Source: an optimization exercise on an open RTL-to-GDS flow (aim: small area). Production flows keep margins and buffers that such runs may drop. The RTL was checked by simulation tests, not by an equivalence proof against the original design. Power figures rest on the tool's default switching activity, not on a simulated workload.

<file path="flow/config.mk">
export PLATFORM = sky130hd
export DESIGN_NAME = memoria_fpga_top
export DESIGN_NICKNAME = memoria_fpga_top
export VERILOG_FILES = /design/flow/design.v
export SDC_FILE = /design/flow/constraint.sdc
export NUM_CORES = 4
export LEC_CHECK = 0
export ABC_AREA = 1
export CAP_MARGIN = 20
export CORE_MARGIN = 2
export CORE_UTILIZATION = 70
export PLACE_DENSITY = 0.85
export SLEW_MARGIN = 20
</file>
<file path="flow/constraint.sdc">
create_clock -name core_clock -period 80.0 [get_ports {clk50}]
set_input_delay 16.0000 -clock core_clock [delete_from_list [all_inputs] [get_ports {clk50}]]
set_output_delay 16.0000 -clock core_clock [all_outputs]
set_load 0.01 [all_outputs]
</file>
<file path="flow/design.v">
module hex7seg_active_low (
    input  logic [3:0] hex,
    output logic [6:0] seg
);
    always_comb begin
        case (hex)
            4'h0: seg = 7'b100_0000;
            4'h1: seg = 7'b111_1001;
            4'h2: seg = 7'b010_0100;
            4'h3: seg = 7'b011_0000;
            4'h4: seg = 7'b001_1001;
            4'h5: seg = 7'b001_0010;
            4'h6: seg = 7'b000_0010;
            4'h7: seg = 7'b111_1000;
            4'h8: seg = 7'b000_0000;
            4'h9: seg = 7'b001_0000;
            4'hA: seg = 7'b000_1000;
            4'hB: seg = 7'b000_0011;
            4'hC: seg = 7'b100_0110;
            4'hD: seg = 7'b010_0001;
            4'hE: seg = 7'b000_0110;
            default: seg = 7'b000_1110;
        endcase
    end
endmodule
module hex7seg_pairs (
    input  logic [3:0] hex,
    output logic [6:0] seg
);
    logic h3, h2, h1, h0;
    assign {h3, h2, h1, h0} = hex;
    assign seg[0] = ~h1 & (h2 ^ h0);                          
    assign seg[1] = h2 & (h1 ^ h0);                           
    assign seg[2] = ~h2 & h1 & ~h0;                           
    assign seg[3] = (~h1 & (h2 ^ h0)) | (h2 & h1 & h0);       
    assign seg[4] = h0 | (h2 & ~h1);                          
    assign seg[5] = (~h2 & (h1 | h0)) | (h1 & h0);            
    assign seg[6] = (~h3 & ~h2 & ~h1) | (h2 & h1 & h0);       
endmodule
module btn_debouncer (
    input  logic clk,
    input  logic rst_n,
    input  logic btn_n_raw,
    output logic press
);
    logic sync0, sync1, stable, stable_d;
    logic [3:0] cnt;
    always_ff @(posedge clk or negedge rst_n) begin
        if (!rst_n) begin
            sync0 <= 1'b1; sync1 <= 1'b1; stable <= 1'b1;
        end else begin
            sync0 <= btn_n_raw;
            sync1 <= sync0;
            if ((sync1 != stable) & (&cnt)) stable <= sync1;
        end
    end
    always_ff @(posedge clk) begin
        stable_d <= stable;
        if (sync1 != stable) cnt <= cnt + 4'd1;
        else                 cnt <= 4'd0;
    end
    assign press = ~stable & stable_d;
endmodule
module turn_leds (
    input  logic clk,
    input  logic rst_n,
    input  logic ph,
    input  logic game_active,
    input  logic current_player,
    output logic led_p1,
    output logic led_p2
);
    logic [9:0] div_hi;
    always_ff @(posedge clk or negedge rst_n) begin
        if (!rst_n)   div_hi <= 10'd0;
        else          div_hi <= div_hi + {9'd0, ~ph};
    end
    assign led_p1 = game_active & ~current_player & div_hi[9];
    assign led_p2 = game_active &  current_player & div_hi[9];
endmodule
module memory_game_fsm_bc (
    input  logic       clk,
    input  logic       rst_n,
    input  logic       start,         
    input  logic       click,         
    input  logic [3:0] sel_idx,       
    output logic       gover,         
    output logic       cur,           
    output logic [3:0] ia, ib,        
    output logic [7:0] pr,            
    output logic       a_up, b_up,    
    output logic       a_gone,        
    output logic [3:0] p1, p2,        
    output logic [3:0] sec            
);
    localparam logic [4:0]
        S_IDLE  = 5'd0,  S_WST   = 5'd1,  S_NEWT  = 5'd2,
        S_PICK1 = 5'd3,  S_PREP1 = 5'd4,  S_DO1   = 5'd5,  S_WAIT1 = 5'd6,
        S_PICK2 = 5'd7,  S_PREP2 = 5'd8,  S_DO2   = 5'd9,  S_WAIT2 = 5'd10,
        S_CHK1  = 5'd11, S_CHK2  = 5'd12,
        S_X0    = 5'd13, S_X1    = 5'd14, S_X2    = 5'd15, S_X3    = 5'd16,
        S_NEXT  = 5'd17, S_GOVER = 5'd18, S_AUTO1 = 5'd19, S_AUTO2 = 5'd23;
    logic [4:0]  s, ns;
    logic [3:0]  lfsr, lfsr_n, cand;
    logic        running, tick, tdone;
    logic [12:0] ps;
    logic        pause, is_auto, stage2, match, cand_ok, take;
    assign pause   = (s == S_DO1) | (s == S_WAIT1) | ((s >= S_DO2) & (s <= S_X3));
    assign is_auto = (s == S_AUTO1) | (s == S_AUTO2);
    assign stage2  = (s == S_PICK2) | (s == S_AUTO2);
    assign lfsr_n  = {lfsr[2:0], lfsr[3] ^ lfsr[1]};
    assign cand    = is_auto ? lfsr_n : sel_idx;
    assign cand_ok = ~pr[cand[2:0]] & ~(stage2 & (cand == ia));
    assign take    = cand_ok & (is_auto | click);
    assign match   = (ia[2:0] == ib[2:0]);
    assign gover   = (s == S_GOVER);
    assign a_up    = ((s >= S_WAIT1) & (s <= S_X0)) | (s == S_AUTO2);
    assign b_up    = (s >= S_WAIT2) & (s <= S_X2);
    assign a_gone  = match & ((s == S_X1) | (s == S_X2));
    always_comb begin
        ns = s;
        case (s)
            S_IDLE:  if (start) ns = S_WST;
            S_WST:   ns = S_NEWT;
            S_NEWT:  ns = S_PICK1;
            S_PICK1: if (take) ns = S_PREP1; else if (tdone) ns = S_AUTO1;
            S_AUTO1: if (take) ns = S_PREP1;
            S_PREP1: ns = S_DO1;
            S_DO1:   ns = S_WAIT1;
            S_WAIT1: ns = S_PICK2;
            S_PICK2: if (take) ns = S_PREP2; else if (tdone) ns = S_AUTO2;
            S_AUTO2: if (take) ns = S_PREP2;
            S_PREP2: ns = S_DO2;
            S_DO2:   ns = S_WAIT2;
            S_WAIT2: ns = S_CHK1;
            S_CHK1:  ns = S_CHK2;
            S_CHK2:  ns = S_X0;
            S_X0:    ns = S_X1;
            S_X1:    ns = S_X2;
            S_X2:    ns = S_X3;
            S_X3:    ns = S_NEXT;
            S_NEXT:  ns = (match & (&pr)) ? S_GOVER : S_NEWT;
            S_GOVER: if (start) ns = S_IDLE;
            default: ns = S_IDLE;
        endcase
    end
    always_ff @(posedge clk or negedge rst_n) begin
        if (!rst_n) begin
            s <= S_IDLE; cur <= 1'b0; pr <= 8'd0;
            lfsr <= 4'hA; p1 <= 4'd0; p2 <= 4'd0;
        end else begin
            s <= ns;
            if (is_auto) lfsr <= lfsr_n;
            if ((s == S_X2) & match) pr[ib[2:0]] <= 1'b1;
            if ((s == S_NEXT) & ~match) cur <= ~cur;
            if (start) begin
                p1 <= 4'd0; p2 <= 4'd0;
            end else begin
                p1 <= p1 + {3'd0, (s == S_NEXT) & match & ~cur};
                p2 <= p2 + {3'd0, (s == S_NEXT) & match &  cur};
            end
        end
    end
    always_ff @(posedge clk) begin
        if (take & ((s == S_PICK1) | (s == S_AUTO1))) ia <= cand;
        if (take & stage2) ib <= cand;
    end
    logic ps_end;
    assign ps_end = (ps == 13'd2713);
    always_ff @(posedge clk) begin
        if (pause | ~running | ps_end) ps <= 13'd0;
        else ps <= {ps[11:0], ~(ps[12] ^ ps[3] ^ ps[2] ^ ps[0])};
        tick <= ~pause & running & ps_end;
        tdone <= running & ~pause & tick & (s != S_NEWT) & (sec == 4'd1);
    end
    always_ff @(posedge clk or negedge rst_n) begin
        if (!rst_n) begin
            running <= 1'b0; sec <= 4'd0;
        end else begin
            if (s == S_NEWT) begin
                sec <= 4'd15; running <= 1'b1;
            end else begin
                sec <= sec - {3'd0, running & ~pause & tick & (sec != 4'd0)};
            end
        end
    end
endmodule
module vgaController (
    input  logic       clk,
    input  logic       rst_n,
    output logic       ph,
    output logic [3:0] xs,
    output logic [6:0] xc,
    output logic [3:0] ys,
    output logic [5:0] yc
);
    logic       x_end, y_end, line_end;
    logic [3:0] xs_n, ys_n;
    logic [6:0] x_start;
    logic [5:0] y_start;
    assign xs_n  = xs + 4'd1;
    assign x_end = ph & ((~xs[3] & xs[0]) ? (xc[6] & xc[3] & xc[1]) : (&xc));
    always_comb begin
        if (!xs_n[3]) x_start = xs_n[0] ? 7'd1 : 7'd52;
        else case (xs_n[2:0])
            3'b000:  x_start = 7'd108;
            3'b001:  x_start = 7'd112;
            3'b010:  x_start = 7'd32;
            3'b111:  x_start = 7'd108;
            default: x_start = 7'd116;
        endcase
    end
    assign line_end = x_end & (xs == 4'b1110);
    assign ys_n  = ys + 4'd1;
    assign y_end = (~ys[3] & ys[0]) ? (yc[5] & yc[4] & yc[2] & yc[1]) : (&yc);
    always_comb begin
        if (!ys_n[3]) y_start = ys_n[0] ? 6'd1 : 6'd8;
        else case (ys_n[2:0])
            3'b000:  y_start = 6'd44;
            3'b001:  y_start = 6'd54;
            3'b010:  y_start = 6'd62;
            3'b011:  y_start = 6'd55;
            3'b111:  y_start = 6'd44;
            default: y_start = 6'd56;
        endcase
    end
    logic [7:0] xcp;
    assign xcp = {xc, ph} + 8'd1;
    always_ff @(posedge clk or negedge rst_n) begin
        if (!rst_n) begin
            ph <= 1'b1; xs <= 4'b1111; xc <= 7'd108; ys <= 4'b1111; yc <= 6'd44;
        end else begin
            xs <= xs + {3'd0, x_end};
            if (x_end) {xc, ph} <= {x_start, 1'b0};
            else       {xc, ph} <= xcp;
            ys <= ys + {3'd0, line_end & y_end};
            if (line_end & y_end) yc <= y_start;
            else                  yc <= yc + {5'd0, line_end};
        end
    end
endmodule
module videoGen_game (
    input  logic        clk,
    input  logic        rst_n,
    input  logic        ph,
    input  logic [3:0]  xs,
    input  logic [6:0]  xc,
    input  logic [3:0]  ys,
    input  logic [5:0]  yc,
    input  logic [3:0]  sel_idx,
    input  logic [3:0]  ia, ib,
    input  logic [7:0]  pr,
    input  logic        a_up, b_up, a_gone,
    input  logic        gover,
    input  logic [3:0]  p1, p2,
    output logic        blank_b,
    output logic [7:0]  r, g, b
);
    logic x_vis, y_vis, in_vp;
    assign x_vis   = ~xs[3] | (xs == 4'b1000) | (xs == 4'b1111);
    assign y_vis   = ~ys[3] | (ys == 4'b1000) | (ys == 4'b1111);
    assign in_vp   = ~xs[3] & ~ys[3];
    assign blank_b = x_vis & y_vis;
    logic [1:0] cx, cy;
    logic       hx, hy;
    logic [6:0] adx;
    logic [5:0] ady;
    logic [3:0] ci;
    assign cx  = xs[2:1];
    assign hx  = xs[0];
    assign cy  = ys[2:1];
    assign hy  = ys[0];
    assign adx = hx ? xc : ~xc;
    assign ady = hy ? yc : ~yc;
    assign ci  = {cy, cx};
    logic bx3, bx5, by3, by5, colAGD, colFE, colBC, rowA, rowG, rowD, rowFB, rowEC;
    logic ax6, ax36, ay6, ay36;
    logic [5:0] rlo, rhi;
    assign bx3 = (xc[3] & xc[6] & hx) | (~xc[1] & ~xc[3] & ~xc[6] & ~hx) | (~xc[0] & ~xc[3] & ~xc[6] & ~hx);
    assign bx5 = (xc[1] & xc[2] & xc[6] & hx) | (xc[3] & xc[6] & hx) | (~xc[3] & ~xc[6] & ~hx) | (~xc[0] & ~xc[1] & ~xc[2] & ~xc[6] & ~hx);
    assign by3 = (~yc[1] & ~yc[2] & ~yc[4] & ~yc[5] & ~hy) | (~yc[0] & ~yc[2] & ~yc[4] & ~yc[5] & ~hy) | (yc[2] & yc[4] & yc[5] & hy);
    assign by5 = (~yc[2] & ~yc[4] & ~yc[5] & ~hy) | (~yc[0] & ~yc[1] & ~yc[4] & ~yc[5] & ~hy) | (yc[1] & yc[4] & yc[5] & hy) | (yc[2] & yc[4] & yc[5] & hy);
    assign colAGD = (~hx & ~cx[0] & cx[1]) | (~xc[3] & ~xc[4] & ~xc[5] & ~xc[6] & ~cx[0] & cx[1]) | (~xc[0] & ~xc[1] & ~xc[2] & ~xc[4] & ~xc[5] & ~xc[6] & ~cx[0] & cx[1]) | (xc[1] & xc[2] & xc[4] & xc[5] & xc[6] & cx[0] & ~cx[1]) | (xc[3] & xc[4] & xc[5] & xc[6] & cx[0] & ~cx[1]) | (hx & cx[0] & ~cx[1]);
    assign colFE = (~xc[3] & ~xc[4] & ~xc[5] & ~xc[6] & cx[0] & ~cx[1]) | (~xc[2] & ~xc[4] & ~xc[5] & ~xc[6] & cx[0] & ~cx[1]) | (xc[1] & xc[2] & xc[4] & xc[5] & xc[6] & cx[0] & ~cx[1]) | (xc[3] & xc[4] & xc[5] & xc[6] & cx[0] & ~cx[1]) | (~xc[0] & ~xc[1] & ~xc[4] & ~xc[5] & ~xc[6] & cx[0] & ~cx[1]);
    assign colBC = (~xc[3] & ~xc[4] & ~xc[5] & ~xc[6] & ~cx[0] & cx[1]) | (~xc[0] & ~xc[1] & ~xc[2] & ~xc[4] & ~xc[5] & ~xc[6] & ~cx[0] & cx[1]) | (xc[2] & xc[4] & xc[5] & xc[6] & ~cx[0] & cx[1]) | (xc[3] & xc[4] & xc[5] & xc[6] & ~cx[0] & cx[1]) | (xc[1] & xc[4] & xc[5] & xc[6] & ~cx[0] & cx[1]);
    assign rowA = (yc[0] & yc[1] & yc[2] & yc[3] & yc[4] & hy & ~cy[0] & ~cy[1]) | (~yc[4] & yc[5] & hy & ~cy[0] & ~cy[1]) | (~yc[2] & yc[5] & hy & ~cy[0] & ~cy[1]) | (~yc[0] & ~yc[1] & yc[5] & hy & ~cy[0] & ~cy[1]);
    assign rowG = (~yc[4] & ~yc[5] & ~hy & ~cy[0] & cy[1]) | (~yc[1] & ~yc[2] & ~yc[3] & ~yc[5] & ~hy & ~cy[0] & cy[1]) | (~yc[0] & ~yc[2] & ~yc[3] & ~yc[5] & ~hy & ~cy[0] & cy[1]) | (yc[2] & yc[3] & yc[5] & hy & cy[0] & ~cy[1]) | (yc[4] & yc[5] & hy & cy[0] & ~cy[1]);
    assign rowD = (yc[1] & ~yc[5] & ~hy & cy[0] & cy[1]) | (yc[2] & ~yc[5] & ~hy & cy[0] & cy[1]) | (yc[4] & ~yc[5] & ~hy & cy[0] & cy[1]);
    assign rowFB = (yc[0] & yc[2] & yc[4] & yc[5] & hy & ~cy[0] & ~cy[1]) | (yc[1] & yc[2] & yc[4] & yc[5] & hy & ~cy[0] & ~cy[1]) | (~hy & cy[0] & ~cy[1]) | (~yc[5] & cy[0] & ~cy[1]) | (~yc[3] & ~yc[4] & cy[0] & ~cy[1]) | (~yc[2] & ~yc[4] & cy[0] & ~cy[1]);
    assign rowEC = (yc[3] & yc[4] & ~cy[0] & cy[1]) | (yc[5] & ~cy[0] & cy[1]) | (~yc[1] & ~yc[2] & ~yc[4] & ~yc[5] & ~hy & cy[0] & cy[1]) | (hy & ~cy[0] & cy[1]) | (yc[2] & yc[4] & ~cy[0] & cy[1]) | (yc[0] & yc[1] & ~yc[3] & ~cy[0] & cy[1]);
    assign ax6 = (xc[2] & xc[3] & xc[4] & xc[5] & xc[6]) | (~xc[2] & ~xc[3] & ~xc[4] & ~xc[5] & ~xc[6]) | (~xc[1] & ~xc[3] & ~xc[4] & ~xc[5] & ~xc[6]) | (~xc[0] & ~xc[3] & ~xc[4] & ~xc[5] & ~xc[6]) | (xc[0] & xc[3] & xc[4] & xc[5] & xc[6]) | (xc[1] & xc[3] & xc[4] & xc[5] & xc[6]);
    assign ax36 = (xc[5] & xc[6]) | (~xc[5] & ~xc[6]) | (~xc[2] & ~xc[3] & ~xc[4] & ~xc[6]) | (xc[2] & xc[3] & xc[4] & xc[6]) | (~xc[0] & ~xc[1] & ~xc[3] & ~xc[4] & xc[5]) | (xc[0] & xc[1] & xc[3] & xc[4] & xc[6]);
    assign ay6 = (yc[2] & yc[3] & yc[4] & yc[5]) | (yc[0] & yc[3] & yc[4] & yc[5]) | (yc[1] & yc[3] & yc[4] & yc[5]) | (~yc[2] & ~yc[3] & ~yc[4] & ~yc[5]) | (~yc[1] & ~yc[3] & ~yc[4] & ~yc[5]) | (~yc[0] & ~yc[3] & ~yc[4] & ~yc[5]);
    assign ay36 = (yc[0] & yc[1] & yc[3] & yc[4]) | (yc[2] & yc[3] & yc[4]) | (yc[5] & ~hy) | (~yc[5] & hy) | (~yc[0] & ~yc[1] & ~yc[3] & ~yc[4]) | (~yc[2] & ~yc[3] & ~yc[4]);
    assign rlo[0] = (~ady[0] & ady[1] & ady[3] & ~ady[4]) | (ady[0] & ~ady[1] & ~ady[2] & ady[4]) | (~ady[0] & ady[2] & ~ady[3] & ady[4]) | (~ady[0] & ady[1] & ~ady[2] & ady[3]) | (~ady[0] & ~ady[1] & ady[2] & ady[4]) | (~ady[1] & ~ady[2] & ady[3] & ~ady[4]);
    assign rlo[1] = (~ady[3] & ~ady[4] & ~ady[5]) | (ady[1] & ady[2] & ~ady[4]) | (ady[1] & ~ady[2] & ady[3] & ady[4]) | (~ady[0] & ~ady[1] & ady[4]) | (~ady[1] & ady[2] & ~ady[3] & ady[4]);
    assign rlo[2] = (ady[1] & ~ady[2] & ady[3]) | (~ady[3] & ~ady[4] & ~ady[5]) | (ady[2] & ~ady[3] & ~ady[5]) | (~ady[1] & ~ady[4] & ~ady[5]);
    assign rlo[3] = (~ady[4] & ~ady[5]) | (~ady[1] & ady[2] & ady[3]) | (~ady[2] & ~ady[3] & ady[4]) | (ady[1] & ~ady[2] & ady[3]);
    assign rlo[4] = (~ady[3] & ~ady[5]) | (ady[3] & ~ady[4]) | (~ady[1] & ~ady[2] & ady[3]);
    assign rlo[5] = 1'b0;
    assign rhi[0] = (~ady[0] & ~ady[1] & ady[3] & ~ady[4]) | (~ady[0] & ady[1] & ~ady[2] & ~ady[3]) | (ady[0] & ady[2] & ~ady[3]) | (ady[0] & ~ady[2] & ady[3] & ady[4]) | (~ady[0] & ady[1] & ady[2] & ady[3]) | (ady[0] & ~ady[1] & ady[2]) | (ady[2] & ~ady[3] & ~ady[4] & ~ady[5]) | (ady[0] & ~ady[1] & ~ady[3] & ~ady[5]) | (ady[0] & ~ady[3] & ~ady[4] & ~ady[5]) | (~ady[1] & ady[2] & ~ady[3] & ady[4]);
    assign rhi[1] = (ady[2] & ~ady[3] & ~ady[4] & ~ady[5]) | (~ady[2] & ady[3] & ~ady[4]) | (ady[0] & ady[1] & ady[4]) | (~ady[0] & ady[1] & ~ady[2] & ~ady[3]) | (ady[0] & ~ady[2] & ~ady[3] & ~ady[5]) | (~ady[0] & ~ady[1] & ady[3] & ady[4]) | (ady[0] & ~ady[1] & ady[5]) | (ady[1] & ady[2] & ady[3] & ady[4]);
    assign rhi[2] = (~ady[0] & ~ady[1] & ~ady[2] & ~ady[3] & ~ady[4] & ~ady[5]) | (ady[0] & ~ady[1] & ady[5]) | (ady[0] & ady[1] & ~ady[2] & ady[4]) | (~ady[1] & ady[2] & ady[4]) | (~ady[0] & ady[1] & ~ady[3] & ady[4]) | (ady[0] & ~ady[1] & ~ady[3] & ady[4]);
    assign rhi[3] = (ady[0] & ady[5]) | (ady[1] & ady[5]) | (ady[2] & ~ady[3] & ady[4]) | (ady[0] & ~ady[3] & ady[4]) | (~ady[1] & ~ady[2] & ady[3] & ady[4]) | (~ady[0] & ady[1] & ~ady[2] & ady[4]);
    assign rhi[4] = (ady[0] & ady[4]) | (ady[1] & ady[4]) | (ady[2] & ady[4]) | (ady[3] & ady[4]) | (~ady[0] & ~ady[1] & ~ady[2] & ady[5]);
    assign rhi[5] = (~ady[4] & ~ady[5]) | (~ady[0] & ~ady[1] & ~ady[2] & ~ady[3] & ~ady[5]);
    logic is_rem, is_face, sel_hit;
    assign is_rem  = pr[ci[2:0]] | (a_gone & (ci == ia));
    assign is_face = (a_up & (ci == ia)) | (b_up & (ci == ib));
    assign sel_hit = (ci == sel_idx);
    logic [7:0] t;
    logic sh_ring, sh_dia, sh_cross, sh_x, shape;
    assign sh_ring  = ay36 & ax36 & (adx[5:0] >= rlo) & (adx[5:0] <= rhi);
    assign t        = {1'b0, adx} + ({2'b0, ady} ^ {8{cx[1]}}) + {7'd0, cx[1]};
    assign sh_dia   = (t >= 8'd30) & (t <= 8'd36);
    assign sh_x     = (t <= 8'd6) | (t >= 8'd250);
    assign sh_cross = (ax6 & ay36) | (ay6 & ax36);
    always_comb begin
        case (cx)
            2'd0:    shape = sh_ring;
            2'd1:    shape = sh_dia;
            2'd2:    shape = sh_cross;
            default: shape = sh_x;
        endcase
    end
    logic dig;
    always_comb begin
        if (p1 > p2)      dig = colBC & (rowFB | rowEC);
        else if (p2 > p1) dig = (colAGD & (rowA | rowD | rowG)) | (colBC & rowFB) | (colFE & rowEC);
        else              dig = (colAGD & (rowA | rowD)) | ((colBC | colFE) & (rowFB | rowEC));
        dig = dig & in_vp & gover;
    end
    logic [3:0] cls;
    always_comb begin
        if (!blank_b)                       cls = 4'd0;
        else if (!in_vp)                    cls = 4'd1;
        else if (is_rem)                    cls = 4'd2;
        else if (sel_hit & (bx5 | by5))     cls = 4'd3;
        else if (bx3 | by3)                 cls = 4'd4;
        else if (!is_face)                  cls = 4'd5;
        else if (shape)                     cls = {1'b1, ci[2:0]};
        else                                cls = 4'd6;
    end
    logic [3:0]  cls_q;
    logic        dim_q, dig_q, live;
    logic [23:0] bl, pal;
    always_comb begin
        case (cls_q)
            4'd0:  pal = 24'h000000;
            4'd1:  pal = {8'd10,  8'd50,  8'd15};
            4'd2:  pal = {8'd28,  8'd28,  8'd28};
            4'd3:  pal = {8'd255, 8'd255, 8'd60};
            4'd4:  pal = {8'd240, 8'd240, 8'd240};
            4'd5:  pal = {8'd20,  8'd80,  8'd20};
            4'd6:  pal = {8'd16,  8'd60,  8'd16};
            4'd7:  pal = 24'h000000;
            4'd8:  pal = {8'd200, 8'd120, 8'd20};
            4'd9:  pal = {8'd40,  8'd200, 8'd160};
            4'd10: pal = {8'd180, 8'd60,  8'd200};
            4'd11: pal = {8'd230, 8'd210, 8'd40};
            4'd12: pal = {8'd80,  8'd230, 8'd80};
            4'd13: pal = {8'd60,  8'd120, 8'd240};
            4'd14: pal = {8'd240, 8'd120, 8'd60};
            default: pal = {8'd180, 8'd180, 8'd210};
        endcase
    end
    always_ff @(posedge clk or negedge rst_n) begin
        if (!rst_n) begin
            cls_q <= 4'd0; dim_q <= 1'b0; live <= 1'b0;
        end else begin
            live <= 1'b1;
            if (ph) begin
                cls_q <= cls; dim_q <= gover & in_vp;
            end
        end
    end
    always_ff @(posedge clk) begin
        if (ph) begin
            dig_q <= dig;
            if (dim_q)         bl <= {{1'b0, bl[23:17]} + 8'd80, {1'b0, bl[15:9]} + 8'd10, {1'b0, bl[7:1]} + 8'd10};
            else if (blank_b)  bl <= pal;
            else               bl <= 24'h000000;
        end
    end
    assign r = {8{live}} & (bl[23:16] | {8{dig_q}});
    assign g = {8{live}} & (bl[15:8]  | {8{dig_q}});
    assign b = {8{live}} & (bl[7:0]   | {8{dig_q}});
endmodule
module memoria_fpga_top (
    input  logic        clk50,
    input  logic [3:0]  SW,
    input  logic        KEY0_n,
    input  logic        KEY1_n,
    input  logic        RESET_n,
    output logic        vgaclk,
    output logic        hsync, vsync,
    output logic        sync_b, blank_b,
    output logic [7:0]  r, g, b,
    output logic        LED_P1,
    output logic        LED_P2,
    output logic [3:0]  P1_PAIRS,
    output logic [3:0]  P2_PAIRS,
    output logic [6:0]  HEX0,
    output logic [6:0]  HEX1,
    output logic [6:0]  HEX2
);
    logic       ph;
    logic [3:0] xs, ys;
    logic [6:0] xc;
    logic [5:0] yc;
    vgaController u_vgac (
        .clk(clk50), .rst_n(RESET_n), .ph(ph), .xs(xs), .xc(xc), .ys(ys), .yc(yc)
    );
    assign vgaclk = ~ph;
    assign hsync  = ~(xs == 4'b1010);
    assign vsync  = ~(ys == 4'b1010);
    assign sync_b = hsync & vsync;
    logic start_pulse, click_pulse;
    btn_debouncer u_db_start (.clk(clk50), .rst_n(RESET_n), .btn_n_raw(KEY0_n), .press(start_pulse));
    btn_debouncer u_db_click (.clk(clk50), .rst_n(RESET_n), .btn_n_raw(KEY1_n), .press(click_pulse));
    logic       gover, cur, a_up, b_up, a_gone;
    logic [3:0] ia, ib, p1, p2, sec;
    logic [7:0] pr;
    memory_game_fsm_bc u_game (
        .clk(clk50), .rst_n(RESET_n), .start(start_pulse), .click(click_pulse), .sel_idx(SW),
        .gover(gover), .cur(cur), .ia(ia), .ib(ib), .pr(pr), .a_up(a_up), .b_up(b_up),
        .a_gone(a_gone), .p1(p1), .p2(p2), .sec(sec)
    );
    turn_leds u_leds (
        .clk(clk50), .rst_n(RESET_n), .ph(ph), .game_active(~gover), .current_player(cur),
        .led_p1(LED_P1), .led_p2(LED_P2)
    );
    assign P1_PAIRS = p1;
    assign P2_PAIRS = p2;
    hex7seg_pairs      u_hex_p1 (.hex(p1),  .seg(HEX0));
    hex7seg_pairs      u_hex_p2 (.hex(p2),  .seg(HEX1));
    hex7seg_active_low u_hex_tm (.hex(sec), .seg(HEX2));
    videoGen_game u_vgen (
        .clk(clk50), .rst_n(RESET_n), .ph(ph), .xs(xs), .xc(xc), .ys(ys), .yc(yc),
        .sel_idx(SW), .ia(ia), .ib(ib), .pr(pr), .a_up(a_up), .b_up(b_up), .a_gone(a_gone),
        .gover(gover), .p1(p1), .p2(p2), .blank_b(blank_b), .r(r), .g(g), .b(b)
    );
endmodule
</file>
<file path="flow/flow/run.sh">
#!/bin/bash
# Own layout flow:
#  1. the standard synthesis (standard.sh synth), unchanged;
#  2. the combinational logic of that netlist re-mapped by ABC with an
#     area-oriented script (flow/remap.tcl, &deepsyn then &nf), four runs
#     with different random seeds in parallel, keeping the smallest result;
#     every register instance is kept with its name and cell;
#  3. the standard floorplan, placement, CTS and routing (standard.sh) on
#     the re-mapped netlist, with the port buffers made from buf_1 and a
#     clock tree of clkbuf_8 buffers without dummy balancing loads.
# Each step's full output goes to a log file of its own in this folder
# (ORFS's own per-step logs are under orfs/logs/).
set -euo pipefail
W=$(pwd)
R=$W/orfs/results/$FLOW_PLATFORM/memoria_fpga_top/base
YOSYS=$FLOW_HOME/../tools/install/yosys/bin/yosys
LIB=$FLOW_HOME/platforms/$FLOW_PLATFORM/lib/sky130_fd_sc_hd__tt_025C_1v80.lib

bash standard.sh synth > log_1_standard_synth.txt 2>&1
cp "$R/1_2_yosys.v" "$W/synth_standard.v"

for s in 1 2 3 4; do
    ABC_SCRIPT="+strash;&get,-n;&deepsyn,-T,90,-S,$s;&put;&get,-n;&dch,-f;&nf,-R,1000,-p;&put;topo" \
    LIB=$LIB IN=$W/synth_standard.v OUT=$W/remap_$s.v TOP=$FLOW_TOP \
    DONT_USE="$(cat flow/dont_use.txt)" \
        "$YOSYS" -c flow/remap.tcl > log_2_remap_$s.txt 2>&1 &
done
wait
best=""; besta=""
for s in 1 2 3 4; do
    a=$(awk '/Chip area/ {print $NF}' "$W/remap_$s.v.stat")
    echo "seed $s: area $a" >> log_2_remap_pick.txt
    if [[ -z "$best" ]] || awk -v a="$a" -v b="$besta" 'BEGIN {exit !(a < b)}'; then best=$s; besta=$a; fi
done
echo "picked seed $best" >> log_2_remap_pick.txt
cp "$W/remap_$best.v" "$R/1_2_yosys.v"
rm -f "$R/1_synth.odb" "$R/1_synth.sdc"

BUFFER_PORTS_ARGS="-buffer_cell sky130_fd_sc_hd__buf_1" \
CTS_ARGS="-sink_clustering_enable -repair_clock_nets -buf_list sky130_fd_sc_hd__clkbuf_8 -dont_use_dummy_load -sink_buffer_max_cap_derate 1.0" \
    bash standard.sh > log_3_standard_layout.txt 2>&1
</file>
<file path="flow/flow/dont_use.txt">
sky130_fd_sc_hd__probe_p_8 sky130_fd_sc_hd__probec_p_8 sky130_fd_sc_hd__lpflow_bleeder_1 sky130_fd_sc_hd__lpflow_clkbufkapwr_1 sky130_fd_sc_hd__lpflow_clkbufkapwr_16 sky130_fd_sc_hd__lpflow_clkbufkapwr_2 sky130_fd_sc_hd__lpflow_clkbufkapwr_4 sky130_fd_sc_hd__lpflow_clkbufkapwr_8 sky130_fd_sc_hd__lpflow_clkinvkapwr_1 sky130_fd_sc_hd__lpflow_clkinvkapwr_16 sky130_fd_sc_hd__lpflow_clkinvkapwr_2 sky130_fd_sc_hd__lpflow_clkinvkapwr_4 sky130_fd_sc_hd__lpflow_clkinvkapwr_8 sky130_fd_sc_hd__lpflow_decapkapwr_12 sky130_fd_sc_hd__lpflow_decapkapwr_3 sky130_fd_sc_hd__lpflow_decapkapwr_4 sky130_fd_sc_hd__lpflow_decapkapwr_6 sky130_fd_sc_hd__lpflow_decapkapwr_8 sky130_fd_sc_hd__lpflow_inputiso0n_1 sky130_fd_sc_hd__lpflow_inputiso0p_1 sky130_fd_sc_hd__lpflow_inputiso1n_1 sky130_fd_sc_hd__lpflow_inputiso1p_1 sky130_fd_sc_hd__lpflow_inputisolatch_1 sky130_fd_sc_hd__lpflow_isobufsrc_1 sky130_fd_sc_hd__lpflow_isobufsrc_16 sky130_fd_sc_hd__lpflow_isobufsrc_2 sky130_fd_sc_hd__lpflow_isobufsrc_4 sky130_fd_sc_hd__lpflow_isobufsrc_8 sky130_fd_sc_hd__lpflow_isobufsrckapwr_16 sky130_fd_sc_hd__lpflow_lsbuf_lh_hl_isowell_tap_1 sky130_fd_sc_hd__lpflow_lsbuf_lh_hl_isowell_tap_2 sky130_fd_sc_hd__lpflow_lsbuf_lh_hl_isowell_tap_4 sky130_fd_sc_hd__lpflow_lsbuf_lh_isowell_4 sky130_fd_sc_hd__lpflow_lsbuf_lh_isowell_tap_1 sky130_fd_sc_hd__lpflow_lsbuf_lh_isowell_tap_2 sky130_fd_sc_hd__lpflow_lsbuf_lh_isowell_tap_4 sky130_fd_sc_hd__fill_1 sky130_fd_sc_hd__fill_2 sky130_fd_sc_hd__fill_4 sky130_fd_sc_hd__fill_8 
</file>
<file path="flow/flow/remap.tcl">
# Re-maps the combinational logic of the standard synthesis netlist with an
# area-oriented ABC script. Every register instance is kept as it is (same
# name, same cell). Environment: LIB, IN, OUT, TOP, DONT_USE.
yosys -import
read_liberty -ignore_miss_func $::env(LIB)
read_verilog $::env(IN)
hierarchy -top $::env(TOP)
setattr -mod -set keep_hierarchy 1 sky130_fd_sc_hd__df* sky130_fd_sc_hd__edf* sky130_fd_sc_hd__sdf* sky130_fd_sc_hd__dl*
flatten
opt_clean -purge
techmap
opt -fast
set du {}
foreach c $::env(DONT_USE) { lappend du -dont_use $c }
set script "+strash;&get,-n;&deepsyn,-T,60;&put;&get,-n;&dch,-f;&nf,-R,1000,-p;&put;topo"
if {[info exists ::env(ABC_SCRIPT)]} { set script $::env(ABC_SCRIPT) }
abc -liberty $::env(LIB) {*}$du -script $script
opt_clean -purge
hilomap -singleton -hicell sky130_fd_sc_hd__conb_1 HI -locell sky130_fd_sc_hd__conb_1 LO
insbuf -buf sky130_fd_sc_hd__buf_1 A X
splitnets
opt_clean -purge
# plain names for the internal nets (ports keep theirs)
yosys rename -hide w:* i:* o:* %u %d
tee -o $::env(OUT).stat stat -liberty $::env(LIB) $::env(TOP)
select $::env(TOP)
write_verilog -noattr -nohex -nodec -selected $::env(OUT)
</file>
<file path="flow/standard.sh">
#!/bin/bash
# synth_recipe.tcl (not shown) runs the flow's synth.tcl, then flattens the netlist and writes it again
# the make line also repeats each setting of config.mk as NAME=value (left out here)
make -C /OpenROAD-flow-scripts/flow DESIGN_CONFIG=/design/flow/config.mk WORK_HOME=/design/flow/orfs CLKGATE_MAP_FILE= SYNTH_SCRIPT=/design/flow/synth_recipe.tcl "${@:-finish}"
</file>
==> results of run 1 <==
layer usage:
metal	vias to the layer above	wire length [µm]	track usage [%]
met5	-	0	0
met4	0	404	12.68
met3	52	1374	6.584
met2	368	9884	58.33
met1	3475	8030	41.61
li1	3498	-	-
layout make-up:
cell class,count,area (µm²)
Multi-Input combinational cell,744,4349
Tap cell,140,175.2
Timing Repair Buffer,69,270.3
Fill cell,749,2389
Clock buffer,17,234.0
Inverter,32,120.1
Sequential cell,133,3398
report_power, final:
group	internal (mW)	switching (mW)
clock network	0.0187	0.0217
logic	0.0137	0.0211
registers	0.0776	0.00814
total	0.110	0.0509
worst min-delay path by stage:
stage / startpoint / to / slack (ns) / cells after the start
4_1_cts: u_db_click.sync0 / u_db_click.sync1 / 0.35 / 0
2_1_floorplan: u_db_click.sync0 / u_db_click.sync1 / 0.35 / 0
6_report: u_db_click.sync0 / u_db_click.sync1 / 0.34 / 0
5_1_grt: u_db_click.sync0 / u_db_click.sync1 / 0.35 / 0
3_5_place_dp: u_db_start.sync0 / u_db_start.sync1 / 0.35 / 0
3_3_place_gp: u_db_start.sync0 / u_db_start.sync1 / 0.35 / 0
flip-flops by register name, summed over array words and instances (netlist names), 4 cells and up:
| register | flops |
|---|---|
| u_vgac.xc | 7 |
| u_leds.div_hi | 10 |
| u_game.p2 | 4 |
| u_db_start.cnt | 4 |
| u_vgac.yc | 6 |
| u_game.s | 5 |
| u_vgen.cls_q | 4 |
| u_game.ia | 4 |
| u_game.pr | 8 |
| u_game.sec | 4 |
| u_game.p1 | 4 |
| u_db_click.cnt | 4 |
| u_game.ib | 4 |
| u_vgac.xs | 4 |
| u_game.lfsr | 4 |
| u_vgac.ys | 4 |
| u_game.ps | 13 |
| u_vgen.bl | 24 |
cell usage in the layout, fill, tap and decap left out, types with 4 or more instances in the layout:
master / count
o22ai_1: 14
nor3_1: 28
dfrtp_1: 51
edfxtp_1: 33
xor2_1: 34
and2_0: 18
o211ai_1: 5
nor2b_1: 23
nor3b_1: 7
clkbuf_8: 17
o2111ai_1: 5
o21bai_1: 6
nand4_1: 14
buf_1: 66
o21ai_0: 66
nand2b_1: 15
nand3_1: 49
o21a_1: 30
and3_1: 16
a31oi_1: 13
dfxtp_1: 25
a21o_1: 6
a22oi_1: 4
a21boi_0: 6
or3_1: 7
nor4_1: 4
xnor2_1: 42
a21oi_1: 81
clkinv_1: 32
dfstp_2: 24
or2_0: 5
o31ai_1: 6
nor2_1: 98
nand2_1: 93
critical path: stages (launching register included):
cell and delay (ns):
dfstp_2 0.86, nor2b_1 0.37, nor2_1 0.12, nand2_1 0.10
a32o_1 0.16, clkinv_1 0.15, buf_1 0.17
per-stage QoR:
stage               instance area [µm²]  power (mW)  instances  hold WS, ns
global route                       8547      0.1695       1135       0.3493
global placement                   8313      0.1181       1118       0.3476
CTS                                8547      0.1606       1135       0.3509
finish                             8547      0.1609       1135       0.3445
detailed placement                 8313      0.1209       1118       0.3494
floorplan                          7898      0.1098        917       0.3452
==> run_results.csv, run 1 <==
group,metric,value,unit
global_route,grt_pass1_wl,32330,µm
pwr,irDropWorstVdd,0.00002207,V
finish,n_antenna_cell,0,
floorplanning,core_area,10940,µm²
clock_network,clk_pin_slew,0.07,ns
synthesis,mappedNetlistArea,7898,µm²
route,ant_nets,0,
sta,worstMarginPinSlew,0.9570,ns
setup_path,end_kind,"primary output",
outcome,status,"timing/DRC/antenna clean",
pwr,p_per_area,18.83,nW/µm²
placed_design,detailed_place_hpwl,13840,µm
clock_network,numClockSinks,133,
clock_network,numCtsBuffers,17,
global_route,grt_pass1_vias,7109,
clock_network,root_buffer,"clkbuf_8",
sta,hold_violations,0,
flow_run,max-cap-violations,0,
clock_network,post-cts-setup-buffers,0,
setup_path,worst-endpoint-arrival,2.34,ns
clock_network,htreeDepth,4,
finish,utilization,78.16,%
route,route.detailed.drc,0,
setup_path,crit_end,"blank_b",
synthesis,syn_inst,917,
route,vias_per_cell,6.514,
sta,layout_setup_ws,61.66,ns
placed_design,post-place-ws,61.57,ns
synthesis,syn-num-nets,925,
sta,period_needed,18.34,ns
placed_design,gp_congestion,0.9224,
clock_network,postCtsHoldBufs,0,
route,dr_total_vias,7393,
route,drt-initial-drc-count,734,
clock_network,cts.repair.resized,0,
floorplanning,num_io_pins,68,
sta,slew_headroom,36.20,%
route,routed_wl,19690,µm
synthesis,yosysWarningCount,6,
setup_path,startpoint,"u_vgac.xs[2]",
sta,setup_tns,0,ns
synthesis,avgSynthCellArea,8.612,µm²
finish,nets,1005,
floorplanning,start_util,72.22,%
clock_network,cts_buffer_depth,2,
sta,slew_violations,0,
sta,min_period_over_period,22.93,%
sta,skew,0.01890,ns
setup_path,setup.worst_path.start_class,"flop",
sta,max_freq,54.52,MHz
sta,setup_violations,0,
floorplanning,die_h,110.2,µm
setup_path,r2r_slack,75.25,ns
finish,area_growth,8.222,%
sta,rsz0062_at_grt,"no",
min_path,hp-class,"reg -> reg",
pwr,p_leak,3.224,nW
setup_path,worstReg2RegStart,"u_vgac.ys[0]",
floorplanning,die_x,110.2,µm
setup_path,worstPathMaxFanout,21,
floorplanning,dieArea,12150,µm²
floorplanning,num_rows,38,
global_route,gr-total-overflow,0,
clock_network,cts_tree,"done",
global_route,grt_usage,33.62,%
setup_path,r2r_cells,17,
placed_design,portBuffers,67,
finish,drive_gt1_share,4.623,%
setup_path,required,64.00,ns
route,avgRoutedWirePerCell,17.35,µm
route,first_pass_iters,5,
setup_path,path_class,"reg -> out",
clock_network,insertion_delay,0.43,ns
global_route,grt_max_degree,76,
global_route,antenna_found_initial,0,
setup_path,timing.rr.end,"u_vgen.cls_q[0]",
==> inputs of run 2 (changes only) <==
--- a/flow/flow/run.sh
+++ b/flow/flow/run.sh
@@ -37,5 +37,5 @@
 rm -f "$R/1_synth.odb" "$R/1_synth.sdc"
 
 BUFFER_PORTS_ARGS="-buffer_cell sky130_fd_sc_hd__buf_1" \
-CTS_ARGS="-sink_clustering_enable -repair_clock_nets -buf_list sky130_fd_sc_hd__clkbuf_8 -dont_use_dummy_load -sink_buffer_max_cap_derate 1.0" \
+CTS_ARGS="-sink_clustering_enable -repair_clock_nets -buf_list sky130_fd_sc_hd__clkbuf_8 -dont_use_dummy_load" \
     bash standard.sh > log_3_standard_layout.txt 2>&1
==> run 2 against run 1 <==
Compared with the run above:
- cell count unchanged
- power unchanged
- via count is the same
- routed wire length unchanged
- first-iteration DRC count is the same
- largest power group unchanged
==> run_results.csv, run 2 <==
group,metric,value,unit
outcome,status,"timing/DRC/antenna clean",
synthesis,avgSynthCellArea,8.612,µm²
sta,skew,0.01890,ns
floorplanning,die_x,110.2,µm
clock_network,cts_buffer_depth,2,
route,first_pass_iters,5,
clock_network,cts_tree,"done",
synthesis,syn_inst,917,
sta,rsz0062_at_grt,"no",
sta,layout_setup_ws,61.66,ns
floorplanning,num_rows,38,
setup_path,end_kind,"primary output",
finish,nets,1005,
sta,worstMarginPinSlew,0.9570,ns
placed_design,dp_cells,1118,
sta,setup_violations,0,
sta,hold_violations,0,
route,dr_total_vias,7393,
clock_network,post-cts-setup-buffers,0,
sta,min_period_over_period,22.93,%
finish,reg_top3,"u_vgen.bl (24), u_game.ps (13), u_leds.div_hi (10)",
setup_path,worst-endpoint-arrival,2.34,ns
finish,utilization,78.16,%
route,avgRoutedWirePerCell,17.35,µm
route,route.detailed.drc,0,
setup_path,slowest_stage,"dfstp_2",
setup_path,required,64.00,ns
global_route,antenna_found_initial,0,
global_route,grt_usage,33.62,%
pwr,p_per_area,18.83,nW/µm²
placed_design,gp_congestion,0.9224,
clock_network,postCtsHoldBufs,0,
finish,regMostFlops,"u_vgen.bl",
flow_run,max-cap-violations,0,
clock_network,cts.repair.resized,0,
global_route,grt_max_degree,76,
global_route,grt_pass1_vias,7109,
floorplanning,dieArea,12150,µm²
route,vias_per_cell,6.514,
finish,n_antenna_cell,0,
setup_path,slowest_delay,0.86,ns
finish,area_growth,8.222,%
finish,fillers,749,
floorplanning,die_h,110.2,µm
floorplanning,start_util,72.22,%
finish,final_cell_mix,"nor2_1, nand2_1, a21oi_1",
pwr,irDropWorstVdd,0.00002207,V
route,ant_nets,0,
finish,largest_reg_flops,24,
sta,slew_headroom,36.20,%
finish,drive_gt1_share,4.623,%
placed_design,detailed_place_hpwl,13840,µm
sta,period_needed,18.34,ns
global_route,gr-total-overflow,0,
finish,stdcell_count,1135,
min_path,hp-class,"reg -> reg",
synthesis,syn-num-nets,925,
floorplanning,num_io_pins,68,
pwr,p_leak,3.224,nW
placed_design,post-place-ws,61.57,ns
setup_path,worstPathMaxFanout,21,
clock_network,numCtsBuffers,17,
global_route,grt_pass1_wl,32330,µm
setup_path,path_class,"reg -> out",
sta,slew_violations,0,
floorplanning,core_area,10940,µm²
route,drt-initial-drc-count,734,
setup_path,setup.worst_path.start_class,"flop",
clock_network,root_buffer,"clkbuf_8",
clock_network,insertion_delay,0.43,ns
sta,setup_tns,0,ns
synthesis,yosysWarningCount,6,
route,routed_wl,19690,µm
sta,max_freq,54.52,MHz
synthesis,mappedNetlistArea,7898,µm²
placed_design,portBuffers,67,
clock_network,htreeDepth,4,
clock_network,numClockSinks,133,
clock_network,clk_pin_slew,0.07,ns
finish,mostFrequentLayoutCell,"nor2_1",
setup_path,worstPathCellList,"nor2b_1, nor2_1, nand2_1, a32o_1, clkinv_1, buf_1",
run 2: critical path, delay by kind of cell, from the launching register on:
kind            cells  cell delay [ns]
buf+inv             2             0.32
flops               1             0.86
compound gates      1             0.16
simple gates        3             0.59
run 2: report_power, final:
part	switching [mW]	internal [mW]	leakage [nW]
clock network	0.0217	0.0187	0.122
logic	0.0211	0.0137	1.71
registers	0.00814	0.0776	1.39
total	0.0509	0.110	3.22
run 2: stage by stage:
stage / hold WS (ns) / area [µm²] / total power, mW
after detailed placement: 0.3494 / 8313 / 0.1209
after global routing: 0.3493 / 8547 / 0.1695
after floorplan: 0.3452 / 7898 / 0.1098
after global placement: 0.3476 / 8313 / 0.1181
final: 0.3445 / 8547 / 0.1609
after CTS: 0.3509 / 8547 / 0.1606
run 2: final cells by class:
type                       count  area [µm²]  share of cell area (%)
multi-input combinational    744        4349                   50.89
sequential                   133        3398                   39.76
timing repair buffer          69       270.3                   3.162
clock buffer                  17       234.0                   2.738
tap                          140       175.2                   2.049
inverter                      32       120.1                   1.405
run 2: final timing paths:
kind	cells after the start	startpoint	end	slack [ns]
min reg2reg	0	u_db_click.sync0	u_db_click.sync1	0.34
max in group asynchronous	1	RESET_n	u_game.running	63.66
max reg2reg	17	u_vgac.ys[0]	u_vgen.cls_q[0]	75.25
max	6	u_vgac.xs[2]	blank_b	61.66
min in group asynchronous	1	RESET_n	u_game.pr[4]	15.72
min	0	u_db_click.sync0	u_db_click.sync1	0.34
run 2: routing by layer:
metal	part of all wire [%]	GRT usage, %	wire length (µm)	vias to the layer above
met5	0	0	0	-
met4	2.1	12.68	404	0
met3	7.0	6.584	1374	52
met2	50	58.33	9884	368
met1	41	41.61	8030	3475
li1	-	-	-	3498
==> inputs of run 3 (changes only) <==
--- a/flow/design.v
+++ b/flow/design.v
@@ -51,12 +51,12 @@
         end else begin
             sync0 <= btn_n_raw;
             sync1 <= sync0;
-            if ((sync1 != stable) & (&cnt)) stable <= sync1;
+            if ((sync1 != stable) & cnt[3] & (cnt[2:0] == 3'd0)) stable <= sync1;
         end
     end
     always_ff @(posedge clk) begin
         stable_d <= stable;
-        if (sync1 != stable) cnt <= cnt + 4'd1;
+        if (sync1 != stable) cnt <= {cnt[2:0], cnt[3] ^ cnt[2] ^ (cnt[2:0] == 3'd0)};
         else                 cnt <= 4'd0;
     end
     assign press = ~stable & stable_d;
@@ -70,13 +70,19 @@
     output logic led_p1,
     output logic led_p2
 );
-    logic [9:0] div_hi;
+    logic [9:0] db;
+    logic       blink, low0;
+    assign low0 = (db[8:0] == 9'd0);
     always_ff @(posedge clk or negedge rst_n) begin
-        if (!rst_n)   div_hi <= 10'd0;
-        else          div_hi <= div_hi + {9'd0, ~ph};
+        if (!rst_n) begin
+            db <= 10'd0; blink <= 1'b0;
+        end else begin
+            db <= {db[8:0], db[9] ^ db[6] ^ low0};
+            if (db[9] & low0) blink <= ~blink;
+        end
     end
-    assign led_p1 = game_active & ~current_player & div_hi[9];
-    assign led_p2 = game_active &  current_player & div_hi[9];
+    assign led_p1 = game_active & ~current_player & blink;
+    assign led_p2 = game_active &  current_player & blink;
 endmodule
 module memory_game_fsm_bc (
     input  logic       clk,
@@ -103,7 +109,7 @@
     logic [4:0]  s, ns;
     logic [3:0]  lfsr, lfsr_n, cand;
     logic        running, tick, tdone;
-    logic [12:0] ps;
+    logic [11:0] ps;
     logic        pause, is_auto, stage2, match, cand_ok, take;
     assign pause   = (s == S_DO1) | (s == S_WAIT1) | ((s >= S_DO2) & (s <= S_X3));
     assign is_auto = (s == S_AUTO1) | (s == S_AUTO2);
@@ -165,11 +171,12 @@
         if (take & ((s == S_PICK1) | (s == S_AUTO1))) ia <= cand;
         if (take & stage2) ib <= cand;
     end
-    logic ps_end;
-    assign ps_end = (ps == 13'd2713);
+    logic ps_end, ps_low0;
+    assign ps_low0 = (ps[10:0] == 11'd0);
+    assign ps_end  = ps[11] & ps_low0;
     always_ff @(posedge clk) begin
-        if (pause | ~running | ps_end) ps <= 13'd0;
-        else ps <= {ps[11:0], ~(ps[12] ^ ps[3] ^ ps[2] ^ ps[0])};
+        if (pause | ~running) ps <= 12'd0;
+        else ps <= {ps[10:0], ps[11] ^ ps[5] ^ ps[3] ^ ps[0] ^ ps_low0};
         tick <= ~pause & running & ps_end;
         tdone <= running & ~pause & tick & (s != S_NEWT) & (sec == 4'd1);
     end
--- a/flow/flow/run.sh
+++ b/flow/flow/run.sh
@@ -2,8 +2,9 @@
 # Own layout flow:
 #  1. the standard synthesis (standard.sh synth), unchanged;
 #  2. the combinational logic of that netlist re-mapped by ABC with an
-#     area-oriented script (flow/remap.tcl, &deepsyn then &nf), four runs
-#     with different random seeds in parallel, keeping the smallest result;
+#     area-oriented script (flow/remap.tcl: two rounds of &deepsyn then
+#     &nf), four runs with different random seeds in parallel, keeping the
+#     smallest result;
 #     every register instance is kept with its name and cell;
 #  3. the standard floorplan, placement, CTS and routing (standard.sh) on
 #     the re-mapped netlist, with the port buffers made from buf_1 and a
@@ -20,7 +21,7 @@
 cp "$R/1_2_yosys.v" "$W/synth_standard.v"
 
 for s in 1 2 3 4; do
-    ABC_SCRIPT="+strash;&get,-n;&deepsyn,-T,90,-S,$s;&put;&get,-n;&dch,-f;&nf,-R,1000,-p;&put;topo" \
+    ABC_SCRIPT="+strash;&get,-n;&deepsyn,-T,90,-S,$s;&put;&get,-n;&dch,-f;&nf,-R,1000,-p;&put;strash;&get,-n;&deepsyn,-T,90,-S,$s;&put;&get,-n;&dch,-f;&nf,-R,1000,-p;&put;topo" \
     LIB=$LIB IN=$W/synth_standard.v OUT=$W/remap_$s.v TOP=$FLOW_TOP \
     DONT_USE="$(cat flow/dont_use.txt)" \
         "$YOSYS" -c flow/remap.tcl > log_2_remap_$s.txt 2>&1 &
==> run 3 against run 2 <==
Compared with the run above:
- design area is 2.1% lower
- register-to-register slack lost 0.06 ns
- die area down 2.1%
- synthesized area down 2.1%
- sequential share of layout area grew 0.90 points
- power increased by 4.7%
- combinational power up 16%
- largest power group unchanged
==> run_results.csv, run 3 <==
group,metric,value,unit
outcome,status,"timing/DRC/antenna clean",
sta,setup_violations,0,
synthesis,yosysWarningCount,6,
global_route,grt_max_degree,77,
setup_path,cp_top_family,"compound AO/OA/AOI/OAI gates",
setup_path,worstReg2RegStart,"u_vgac.ys[0]",
route,dr_total_vias,7263,
setup_path,required,64.00,ns
clock_network,htreeDepth,4,
pwr,irDropWorstVdd,0.00001837,V
placed_design,portBuffers,67,
sta,layout_setup_ws,61.73,ns
route,avgRoutedWirePerCell,17.80,µm
floorplanning,core_area,10790,µm²
route,ant_nets,0,
min_path,min_path_cells,0,
finish,utilization,77.56,%
clock_network,root_buffer,"clkbuf_8",
clock_network,numClockSinks,133,
global_route,gr-total-overflow,0,
synthesis,syn-num-nets,884,
floorplanning,num_io_pins,68,
global_route,grt_pass1_wl,31600,µm
flow_run,max-cap-violations,0,
clock_network,post-cts-setup-buffers,0,
clock_network,insertion_delay,0.45,ns
sta,max_freq,54.74,MHz
sta,slew_violations,0,
setup_path,worstPathMaxFanout,10,
setup_path,r2r_cells,21,
pwr,p_leak,2.997,nW
route,vias_per_cell,6.645,
synthesis,avgSynthCellArea,8.823,µm²
min_path,hold_end,"u_db_start.sync1",
setup_path,worstPathCellList,"nand2b_1, and2_0, o21ai_0, nor2_1, o22ai_1, o22ai_1, buf_1",
sta,min_period_over_period,22.83,%
sta,setup_tns,0,ns
finish,mostFrequentLayoutCell,"nand2_1",
finish,largest_reg_flops,24,
setup_path,slowest_stage,"dfrtp_1",
floorplanning,start_util,71.61,%
placed_design,gp_congestion,0.9522,
synthesis,mappedNetlistArea,7729,µm²
clock_network,cts_buffer_depth,2,
setup_path,path_buf_inv,1,
finish,area_growth,8.305,%
setup_path,slowest_delay,0.49,ns
pwr,p_per_area,20.13,nW/µm²
floorplanning,num_rows,38,
floorplanning,dieArea,11900,µm²
setup_path,r2r_slack,75.19,ns
finish,nets,963,
finish,n_antenna_cell,0,
min_path,hp-class,"reg -> reg",
clock_network,numCtsBuffers,17,
clock_network,postCtsHoldBufs,0,
setup_path,path_class,"reg -> out",
synthesis,syn_inst,876,
placed_design,post-place-ws,61.38,ns
global_route,grt_pass1_vias,6689,
route,routed_wl,19450,µm
setup_path,setup.worst_path.start_class,"flop",
route,drt-initial-drc-count,934,
sta,rsz0062_at_grt,"no",
global_route,antenna_found_initial,0,
finish,regMostFlops,"u_vgen.bl",
finish,final_cell_mix,"nand2_1, nor2_1, o21ai_0",
setup_path,critPathMostFrequentCell,"o22ai_1",
min_path,holdCritStartpoint,"u_db_start.sync0",
sta,slew_headroom,37.57,%
clock_network,cts.repair.resized,0,
floorplanning,die_x,109.1,µm
clock_network,clk_pin_slew,0.07,ns
placed_design,detailed_place_hpwl,13760,µm
setup_path,worst-endpoint-arrival,2.27,ns
sta,hold_violations,0,
setup_path,timing.rr.end,"u_vgen.cls_q[0]",
sta,skew,0.02149,ns
finish,reg_top3,"u_vgen.bl (24), u_game.ps (12), u_leds.db (10)",
setup_path,end_kind,"primary output",
sta,worstMarginPinSlew,0.9298,ns
route,route.detailed.drc,0,
sta,whs,0.3497,ns
clock_network,cts_tree,"done",
route,first_pass_iters,8,
finish,drive_gt1_share,4.722,%
global_route,grt_usage,33.86,%
setup_path,startpoint,"u_game.sec[2]",
sta,period_needed,18.27,ns
floorplanning,die_h,109.1,µm
==> run 3: layer usage <==
metal	track usage, %	vias up	part of all wire [%]
met5	0	-	0
met4	12.91	0	2.4
met3	6.993	57	7.6
met2	55.41	409	49
met1	44.47	3389	41
li1	-	3408	-
==> run 3: per-stage QoR <==
stage	cells	power (mW)	cell area (µm²)
2_1_floorplan	876	0.1159	7729
3_3_place_gp	1076	0.1254	8137
3_5_place_dp	1076	0.1283	8137
4_1_cts	1093	0.1681	8371
5_1_grt	1093	0.1775	8371
6_report	1093	0.1685	8371
==> run 3: where the power goes <==
part	total [mW]	internal, mW	switching, mW	leakage [nW]
clock network	0.0403	0.0186	0.0217	0.122
registers	0.0880	0.0790	0.00900	1.40
logic	0.0402	0.0156	0.0245	1.48
==> run 3: how the worst max path moves through the flow <==
| stage | endpoint | slack (ns) | depth (start not counted) |
|---|---|---|---|
| 6_report | HEX2[1] | 61.73 | 7 |
| 3_3_place_gp | u_game.ia[0] | 61.52 | 7 |
| 2_1_floorplan | u_game.ia[0] | 61.79 | 6 |
| 3_5_place_dp | u_game.ia[0] | 61.38 | 7 |
| 4_1_cts | blank_b | 61.75 | 5 |
| 5_1_grt | blank_b | 61.57 | 5 |
==> run 3: area by class of cell <==
| type | count | area (µm²) |
|---|---|---|
| clock buffers | 17 | 234.0 |
| inverters | 28 | 105.1 |
| flip-flops and latches | 133 | 3403 |
| fillers | 776 | 2422 |
| repair buffers | 68 | 262.8 |
| well taps | 140 | 175.2 |
| multi-input cells | 707 | 4190 |
==> inputs of run 4 (changes only) <==
--- a/flow/flow/run.sh
+++ b/flow/flow/run.sh
@@ -8,7 +8,7 @@
 #     every register instance is kept with its name and cell;
 #  3. the standard floorplan, placement, CTS and routing (standard.sh) on
 #     the re-mapped netlist, with the port buffers made from buf_1 and a
-#     clock tree of clkbuf_8 buffers without dummy balancing loads.
+#     clock tree of clkbuf_4 buffers without dummy balancing loads.
 # Each step's full output goes to a log file of its own in this folder
 # (ORFS's own per-step logs are under orfs/logs/).
 set -euo pipefail
@@ -38,5 +38,5 @@
 rm -f "$R/1_synth.odb" "$R/1_synth.sdc"
 
 BUFFER_PORTS_ARGS="-buffer_cell sky130_fd_sc_hd__buf_1" \
-CTS_ARGS="-sink_clustering_enable -repair_clock_nets -buf_list sky130_fd_sc_hd__clkbuf_8 -dont_use_dummy_load" \
+CTS_ARGS="-sink_clustering_enable -repair_clock_nets -buf_list sky130_fd_sc_hd__clkbuf_4 -dont_use_dummy_load" \
     bash standard.sh > log_3_standard_layout.txt 2>&1
==> run 4 against run 3 <==
Compared with the run above:
- still clean
- sequential cell count did not move
- sequential share of layout area rose by 0.52 points
- worst setup slack got worse by 0.082 ns
- design area fell by 1.3%
- via count fell by 0.52%
- hold slack got worse by 0.0068 ns
- count of clock-buffer cells in the layout did not move
- first-iteration DRC count fell by 3.5%
- global-route usage fell by 0.69 points
- die area did not move
- non-clock buffer count did not move
- clock power fell by 26%
- largest cell class unchanged
- highest routed layer unchanged
==> run_results.csv, run 4 <==
group,metric,value,unit
setup_path,path_class,"reg -> out",
route,vias_per_cell,6.610,
global_route,antenna_found_initial,0,
clock_network,htreeDepth,4,
route,avgRoutedWirePerCell,17.56,µm
finish,stdcell_count,1093,
placed_design,detailed_place_hpwl,13760,µm
placed_design,gp_congestion,0.9522,
route,dr_total_vias,7225,
sta,min_period_over_period,22.94,%
floorplanning,core_area,10790,µm²
setup_path,worstPathMaxFanout,10,
finish,nets,963,
pwr,irDropWorstVdd,0.00001668,V
synthesis,avgSynthCellArea,8.823,µm²
sta,hold_violations,0,
global_route,grt_max_degree,77,
floorplanning,num_io_pins,68,
pwr,p_per_area,19.08,nW/µm²
setup_path,end_kind,"primary output",
finish,largest_reg_flops,24,
sta,whs,0.3429,ns
global_route,grt_pass1_wl,31240,µm
floorplanning,dieArea,11900,µm²
finish,reg_top3,"u_vgen.bl (24), u_game.ps (12), u_leds.db (10)",
setup_path,required,64.00,ns
pwr,p_leak,2.953,nW
sta,skew,0.03466,ns
sta,slew_headroom,38.14,%
clock_network,numClockSinks,133,
finish,mostFrequentLayoutCell,"nand2_1",
clock_network,clk_pin_slew,0.11,ns
route,first_pass_iters,12,
clock_network,cts.repair.resized,0,
global_route,gr-total-overflow,0,
finish,final_cell_mix,"nand2_1, nor2_1, o21ai_0",
outcome,status,"timing/DRC/antenna clean",
finish,regMostFlops,"u_vgen.bl",
flow_run,max-cap-violations,0,
sta,slew_violations,0,
sta,max_freq,54.50,MHz
setup_path,worst-endpoint-arrival,2.35,ns
finish,drive_gt1_share,4.722,%
floorplanning,start_util,71.61,%
global_route,grt_usage,33.17,%
finish,area_growth,6.929,%
clock_network,postCtsHoldBufs,0,
synthesis,syn_inst,876,
sta,setup_tns,0,ns
route,routed_wl,19190,µm
sta,worstMarginPinSlew,0.9279,ns
pwr,design_power_total,157.7,µW
finish,utilization,76.57,%
min_path,hp-class,"reg -> reg",
sta,rsz0062_at_grt,"no",
clock_network,post-cts-setup-buffers,0,
synthesis,mappedNetlistArea,7729,µm²
floorplanning,num_rows,38,
route,route.detailed.drc,0,
sta,setup_violations,0,
synthesis,yosysWarningCount,6,
floorplanning,die_x,109.1,µm
clock_network,cts_tree,"done",
placed_design,dp_cells,1076,
sta,period_needed,18.35,ns
placed_design,portBuffers,67,
setup_path,setup.worst_path.start_class,"flop",
floorplanning,die_h,109.1,µm
clock_network,numCtsBuffers,17,
route,ant_nets,0,
global_route,grt_pass1_vias,6643,
clock_network,cts_buffer_depth,2,
clock_network,root_buffer,"clkbuf_4",
finish,n_antenna_cell,0,
clock_network,insertion_delay,0.53,ns
route,drt-initial-drc-count,901,
synthesis,syn-num-nets,884,
## run 4: power by group
group	internal, mW	switching (mW)	total (mW)
registers	0.0789	0.00893	0.0878
logic	0.0157	0.0244	0.0400
clock network	0.00970	0.0201	0.0298
## run 4: path summary, 6_finish.rpt
path / from / to / slack, ns / cells after the start
max in group asynchronous: RESET_n / u_game.s[3] / 63.77 / 1
worst min-delay path: u_db_start.sync0 / u_db_start.sync1 / 0.34 / 0
worst min register to register: u_db_start.sync0 / u_db_start.sync1 / 0.34 / 0
worst max register to register: u_vgac.ys[0] / u_vgen.cls_q[0] / 75.17 / 21
worst max-delay path: u_game.sec[2] / HEX2[1] / 61.65 / 7
min in group asynchronous: RESET_n / u_game.lfsr[0] / 15.63 / 1
## run 4: critical path, stage by stage (launching register included)
cell	delay (ns)
dfrtp_1	0.51
nand2b_1	0.25
and2_0	0.19
o21ai_0	0.28
nor2_1	0.08
o22ai_1	0.24
o22ai_1	0.14
buf_1	0.14
## run 4: area by class of cell
class	count	area (µm²)
multi-input combinational	707	4190
sequential	133	3403
fill	798	2529
timing repair buffer	68	262.8
tap	140	175.2
clock buffer	17	127.6
inverter	28	105.1
## run 4: per-stage QoR
step	worst slack (ns)	cell area [µm²]
2_1_floorplan	61.79	7729
3_3_place_gp	61.52	8137
3_5_place_dp	61.38	8137
4_1_cts	61.66	8264
5_1_grt	61.47	8264
6_report	61.65	8264
## run 4: layer usage
layer / global-route usage [%] / wire length, µm
met1: 43.69 / 7942
met2: 54.75 / 9322
met3: 7.173 / 1546
met4: 10.90 / 382
met5: 0 / 0

port drivers added, routing unchanged:
Ports are ideal in the flow. The routed layouts listed here were re-timed in OpenROAD.
Step 1 (the two cells are an assumption about what drives the block):
set clk [get_ports {clk50}]
set_driving_cell -lib_cell sky130_fd_sc_hd__clkbuf_16 $clk
set_driving_cell -lib_cell sky130_fd_sc_hd__buf_2 [delete_from_list [all_inputs] $clk]
Step 2 adds t to the input delays and takes it off the output delays; t is the mean of the earliest and latest rising clock arrival at the registers after step 1. Input paths then give back, and output paths get back, about the clock's delay inside the block.
Slacks: no drivers / after step 1 / after step 2; pairs: no drivers / after step 1.
run | shift t [ns] | slack for setup (ns) | hold slack, ns | latest minus earliest clock arrival (ns)
run 1 | 0.463 | 61.659 / 61.623 / 61.426 | 0.345 / 0.345 / 0.345 | 0.023 / 0.023
run 2 | 0.463 | 61.659 / 61.623 / 61.426 | 0.345 / 0.345 / 0.345 | 0.023 / 0.023
run 3 | 0.472 | 61.733 / 61.696 / 61.347 | 0.350 / 0.350 / 0.350 | 0.021 / 0.022
run 4 | 0.544 | 61.651 / 61.615 / 61.309 | 0.343 / 0.343 / 0.343 | 0.035 / 0.035
After both steps every run listed still meets setup and hold. For run 3, which loses most, drivers alone change the setup slack by -0.037 ns; drivers and shift together by -0.386 ns.
